This is an optimization exercise on Yosys and OpenROAD, whose aim is small area, a short achievable clock period and few clock cycles per item, not a production implementation. The RTL was checked by simulation tests, not by an equivalence proof against the original design. Power is estimated from default activity; no workload was simulated.

== nickel ==
==> flow/design.v (excerpt) <==
module ALU_top(
    input soc_clk,
    input reset,
    input [31:0] ALU_dat1,
    input [31:0] ALU_dat2,
    input [5:0] Instruction_from_CU,
    output ALU_overflow,
    output ALU_con_met,
    output ALU_zero,
    output ALU_err,
    output ALU_ready,
    output [31:0] ALU_out,
    output ALU_accept
);
For scale: roughly 1000 cells after synthesis, roughly 35 flip-flops, about 110 I/O pins, roughly 0.0057 sq mm of cells after synthesis.
Settings: LEC_CHECK=0, ABC_AREA=1, CAP_MARGIN=20, CORE_MARGIN=2, CORE_UTILIZATION=60, SLEW_MARGIN=20; clock period 14.0 ns.
standard.sh (not shown) runs the stock make flow with config.mk's settings and CLKGATE_MAP_FILE= SYNTH_SCRIPT=/design/flow/synth_recipe.tcl, a recipe that flattens the netlist after the stock synthesis.
==> flow/flow/run.sh <==
#!/bin/bash
# Standard ORFS layout (the standard.sh), with plain buf_2 port buffers, a
# setup margin so that the repair steps size the logic for a shorter period,
# and clock tree synthesis without dummy balancing loads.
set -euo pipefail
bash standard.sh "BUFFER_PORTS_ARGS=-buffer_cell sky130_fd_sc_hd__buf_2" SETUP_SLACK_MARGIN=8.15 \
  "CTS_ARGS=-sink_clustering_enable -repair_clock_nets -dont_use_dummy_load" finish > standard.log 2>&1
nickel: PASS, flow complete, no timing, DRC or antenna violations
Testbench counts of nickel, summed over its fixed seeds: cycles 24,000, items 12,000.
Changes in umber relative to nickel:
==> flow/flow/run.sh <==
#!/bin/bash
# The standard ORFS layout (standard.sh) with these changes:
# - synthesis leaves adders to ABC instead of extracting half/full-adder cells
#   (ADDER_MAP_FILE empty); everything else in synthesis is the standard script,
#   so the registers and their names are the standard synthesis's;
# - plain buf_2 port buffers;
# - a setup margin so that the repair steps size the logic for a shorter period;
# - clock tree synthesis without dummy balancing loads.
set -euo pipefail
bash standard.sh ADDER_MAP_FILE= "BUFFER_PORTS_ARGS=-buffer_cell sky130_fd_sc_hd__buf_2" SETUP_SLACK_MARGIN=8.0 \
  "CTS_ARGS=-sink_clustering_enable -repair_clock_nets -dont_use_dummy_load" finish > standard.log 2>&1
Notes after the runs:
- umber vs nickel: critical path depth down
- umber and nickel ended up with roughly the same clock network latency to the later pin of the worst-skew pair.
- In umber relative to nickel, non-clock inverter count in the final layout had gone up by a little under 10%.
- Between nickel and umber, biggest cell delay along the critical path is lower for nickel, umber comes in above that.
- umber — actual transition at the worst max-transition pin 130 ps lower, nickel as reference
- Delta (umber minus nickel): final critical path time including I/O delays and setup went up 130 ps, detailed placer's ending HPWL grew by about 0.5%, via count +577.
- Across both runs, power was lower for umber than for nickel.
Input changes introduced in onyx (baseline for comparison: umber):
==> flow/flow/run.sh <==
#!/bin/bash
# Standard ORFS layout (the standard.sh), with plain buf_2 port buffers, a
# setup margin so that the repair steps size the logic for a shorter period,
# and clock tree synthesis without dummy balancing loads.
set -euo pipefail
bash standard.sh "BUFFER_PORTS_ARGS=-buffer_cell sky130_fd_sc_hd__buf_2" SETUP_SLACK_MARGIN=8.15 \
  "CTS_ARGS=-sink_clustering_enable -repair_clock_nets -dont_use_dummy_load -sink_clustering_size 40 -buf_list sky130_fd_sc_hd__clkbuf_8" finish > standard.log 2>&1
==> comparison <==
- From umber to onyx the numbers moved as follows: number of antenna cells inserted flat; instance count after placement with tap cells included down 134.
- onyx: full flow OK, the timing, DRC and antenna checks passed
- Portion of total power attributed to sequential cells in onyx is 0.4 points below umber.
- Total power (lower): umber
- The adder and majority gate portion of the synthesized area of onyx exceeds that of umber by 7.0 points.
- Of the two values seen for worst-path cell with the longest stage delay, sky130_fd_sc_hd__clkinv_1 was produced by umber and sky130_fd_sc_hd__o21ai_0 by onyx.
- Summary: with umber as the reference, sum of net half-perimeters after detailed placement in onyx moved down slightly.
- onyx gives more number of logic stages on the critical path including buffering than umber did.
- Sum of routed wire segments on met1 down about 2% in onyx wrt umber
Input-level comparison between cedar and onyx:
==> flow/flow/run.sh <==
#!/bin/bash
# Standard ORFS layout (the standard.sh), with plain buf_2 port buffers, a
# setup margin so that the repair steps size the logic for a shorter period,
# and clock tree synthesis without dummy balancing loads.
set -euo pipefail
bash standard.sh "BUFFER_PORTS_ARGS=-buffer_cell sky130_fd_sc_hd__buf_2" SETUP_SLACK_MARGIN=8.5 RECOVER_POWER=100 \
  "CTS_ARGS=-sink_clustering_enable -repair_clock_nets -dont_use_dummy_load" finish > standard.log 2>&1
Notes after the runs:
[compare] base=onyx new=cedar: clock power share has decreased; clock network power has increased; routed via count divided by cell count has increased.
onyx → cedar: fraction of layout instances using a drive strength above 1 rose 2.0 points, power per cell area about even.
Summary of cedar over onyx: routed wire length now larger, data required time of the critical path increased 20 ps, area of all placed cells without fillers climbed 8.4%, data arrival time of the critical path rose by 2520 ps.
Maximum operating frequency (cedar vs. onyx) decreases by more than a quarter
Taking onyx as the reference point, the final critical delay including setup and external delays of cedar rises by 2490 ps.
The flow completed for cedar, but it is not clean: the layout still shows capacitance limit, slew limit.
diff inputs: cedar => maple
-- flow/flow/run.sh --
<<< cedar, line 6
bash standard.sh "BUFFER_PORTS_ARGS=-buffer_cell sky130_fd_sc_hd__buf_2" SETUP_SLACK_MARGIN=8.5 RECOVER_POWER=100 \
>>> maple, line 6
bash standard.sh "BUFFER_PORTS_ARGS=-buffer_cell sky130_fd_sc_hd__buf_2" SETUP_SLACK_MARGIN=8.15 RECOVER_POWER=70 \
### Flow results
maple: transition at the pin with the smallest max-transition slack 260 ps below cedar
maple: PASS, flow complete, no timing, DRC or antenna violations
Per the comparison of maple with cedar, worst-case vdd ir drop shows a reduction of 5.8%; global-route wire length before repair shows a reduction of 1100 um.
### maple -> xenon
Settings: changing CORE_UTILIZATION from 60 to 40.
==> flow/flow/run.sh <==
#!/bin/bash
# Standard ORFS layout (the standard.sh), with plain buf_2 port buffers and a
# setup margin so that the repair steps size the logic for a shorter period.
set -euo pipefail
bash standard.sh "BUFFER_PORTS_ARGS=-buffer_cell sky130_fd_sc_hd__buf_2" SETUP_SLACK_MARGIN=8.5 finish > standard.log 2>&1
[summary]
- The global-route wire length before repair number comes out lower for maple vs xenon.
- When xenon is measured against maple, its hold slack turns out 11 ps lower.
- Looking at power across both flows, xenon is the weaker of the two, with maple ahead.

ALU_top again, from the RTL that the note above started with.
// ALU_top
module ALU_top(
    input soc_clk,
    input reset,
    input [31:0] ALU_dat1,
    input [31:0] ALU_dat2,
    input [5:0] Instruction_from_CU,
    output ALU_overflow,
    output ALU_con_met,
    output ALU_zero,
    output ALU_err,
    output ALU_ready,
    output [31:0] ALU_out,
    output ALU_accept
);
    reg busy;
    always @(posedge soc_clk) begin
        if (reset) busy <= 1'b0;
        else       busy <= ~busy;
    end
    assign ALU_accept = ~busy;
    assign ALU_ready  = busy;
    assign ALU_err    = 1'b0;
    wire [31:0] a = ALU_dat1;
    wire [31:0] b = ALU_dat2;
    wire [5:0]  c = Instruction_from_CU;
    wire is_beq  = (c == 6'd4);
    wire is_bne  = (c == 6'd5);
    wire is_blt  = (c == 6'd6);
    wire is_bge  = (c == 6'd7);
    wire is_bltu = (c == 6'd8);
    wire is_bgeu = (c == 6'd9);
    wire is_add  = (c == 6'd18) | (c == 6'd27);
    wire is_sub  = (c == 6'd28);
    wire is_sll  = (c == 6'd24) | (c == 6'd29);
    wire is_srl  = (c == 6'd25) | (c == 6'd33);
    wire is_sra  = (c == 6'd26) | (c == 6'd34);
    wire is_slt  = (c == 6'd19) | (c == 6'd30);
    wire is_sltu = (c == 6'd20) | (c == 6'd31);
    wire is_xor  = (c == 6'd21) | (c == 6'd32);
    wire is_or   = (c == 6'd22) | (c == 6'd35);
    wire is_and  = (c == 6'd23) | (c == 6'd36);
    wire do_sub = ~c[5] & (~c[4] | (c[3] & c[2]) | (~c[3] & ~c[2] & c[1] & c[0]) |
                           (~c[3] & c[2] & ~c[1] & ~c[0]));
    wire [31:0] bx = b ^ {32{do_sub}};
    wire [31:0] p  = a ^ bx;
    wire [31:0] g  = a & bx;
    wire [31:0] G0 = {g[31:1], g[0] | (p[0] & do_sub)};
    wire [31:0] P0 = p;
    wire [31:0] G1, P1;
    assign G1[0] = G0[0];
    assign P1[0] = P0[0];
    assign G1[1] = G0[1] | (P0[1] & G0[0]);
    assign P1[1] = P0[1] & P0[0];
    assign G1[2] = G0[2];
    assign P1[2] = P0[2];
  ...
==> flow/config.mk <==
export PLATFORM = sky130hd
export DESIGN_NAME = ALU_top
export DESIGN_NICKNAME = ALU_top
export VERILOG_FILES = /design/flow/design.v
export SDC_FILE = /design/flow/constraint.sdc
export NUM_CORES = 4
export LEC_CHECK = 0
export ABC_AREA = 1
export CAP_MARGIN = 20
export CORE_MARGIN = 2
export CORE_UTILIZATION = 60
export SLEW_MARGIN = 20
==> flow/constraint.sdc <==
create_clock -name core_clock -period 14.0 [get_ports {soc_clk}]
set_input_delay 2.8000 -clock core_clock [delete_from_list [all_inputs] [get_ports {soc_clk}]]
set_output_delay 2.8000 -clock core_clock [all_outputs]
set_load 0.01 [all_outputs]
==> flow/flow/run.sh <==
#!/bin/bash
# The standard ORFS layout (standard.sh) with these changes:
# - plain buf_2 port buffers (every port is still buffered);
# - a setup margin so that the repair steps size the logic for a shorter period;
# - clock tree synthesis without dummy balancing loads;
# - power recovery on half the paths after global routing (downsizes gates
#   that have slack to spare).
# Synthesis is the standard one. The full make output goes to standard.log.
set -euo pipefail
bash standard.sh "BUFFER_PORTS_ARGS=-buffer_cell sky130_fd_sc_hd__buf_2" SETUP_SLACK_MARGIN=8.3 RECOVER_POWER=50 \
  "CTS_ARGS=-sink_clustering_enable -repair_clock_nets -dont_use_dummy_load" finish > standard.log 2>&1
Testbench counts at the start, summed over its fixed seeds: cycles 24,000, items 12,000.
Then changed:
==> flow/flow/run.sh (replaced) <==
#!/bin/bash
# Standard ORFS layout (the standard.sh), with plain buf_2 port buffers, a
# setup margin so that the repair steps size the logic for a shorter period,
# and clock tree synthesis without dummy balancing loads.
set -euo pipefail
bash standard.sh "BUFFER_PORTS_ARGS=-buffer_cell sky130_fd_sc_hd__buf_2" SETUP_SLACK_MARGIN=8.15 RECOVER_POWER=100 \
  "CTS_ARGS=-sink_clustering_enable -repair_clock_nets -dont_use_dummy_load" finish > standard.log 2>&1
Result: The changed run finished with timing, DRC and antenna clean; setup slack gets worse by 1100 ps; sequential share of layout area is higher by 0.47 points; clock skew does not change; final cell count is lower by 0.98%; area after synthesis does not change; wire length is lower by about 4.6%; power is lower by 3.1%.
Then changed:
==> flow/flow/run.sh (replaced) <==
#!/bin/bash
# Standard ORFS layout (the standard.sh), with plain buf_2 port buffers and a
# setup margin so that the repair steps size the logic for a shorter period.
set -euo pipefail
bash standard.sh "BUFFER_PORTS_ARGS=-buffer_cell sky130_fd_sc_hd__buf_2" SETUP_SLACK_MARGIN=8.0 finish > standard.log 2>&1
- CORE_UTILIZATION: 60 -> 40
Effect: Cell count increases by 4.2%. Wire length increases by 7.3%. Area after synthesis is unchanged. Core utilization decreases by 21 points. Sequential cell count is unchanged.

[separate check: timing with driven ports]
The results above use ideal ports. As a check the final layouts listed here were re-extracted and re-timed, cells and wires unchanged.
Step 1 sets driving cells, clkbuf_16 on the clock port and buf_2 on the other inputs (assumed; they add their load-dependent delay and slew).
Step 2 adds t to the input delays and takes it off the output delays; t is the mean of the earliest and latest rising clock arrival at the registers after step 1. Input paths then give back, and output paths get back, about the clock's delay inside the block.
Slacks: ideal / step 1 / step 2; pairs: ideal / step 1.
run	shift t [ns]	setup WS [ns]	hold slack, ns	worst data-port slew with drivers (ns)
nickel	0.315	8.377 / 8.374 / 8.059	0.443 / 0.443 / 0.443	0.04
umber	0.326	8.244 / 8.260 / 7.934	0.432 / 0.432 / 0.432	0.03
onyx	0.315	8.377 / 8.374 / 8.059	0.443 / 0.443 / 0.443	0.04
cedar	0.318	5.886 / 5.896 / 5.578	0.444 / 0.444 / 0.444	0.06
maple	0.317	7.650 / 7.643 / 7.326	0.445 / 0.445 / 0.445	0.04
xenon	0.320	8.487 / 8.479 / 8.159	0.434 / 0.434 / 0.434	0.06
the first run of note 2	0.315	8.374 / 8.341 / 8.026	0.444 / 0.444 / 0.444	0.07
the second run of note 2	0.316	7.260 / 7.253 / 6.937	0.445 / 0.444 / 0.444	0.04
the third run of note 2	0.319	8.254 / 8.270 / 7.951	0.434 / 0.434 / 0.434	0.04
For the first run of note 2, which loses most, drivers alone change the setup slack by -0.033 ns; drivers and shift together by -0.348 ns.
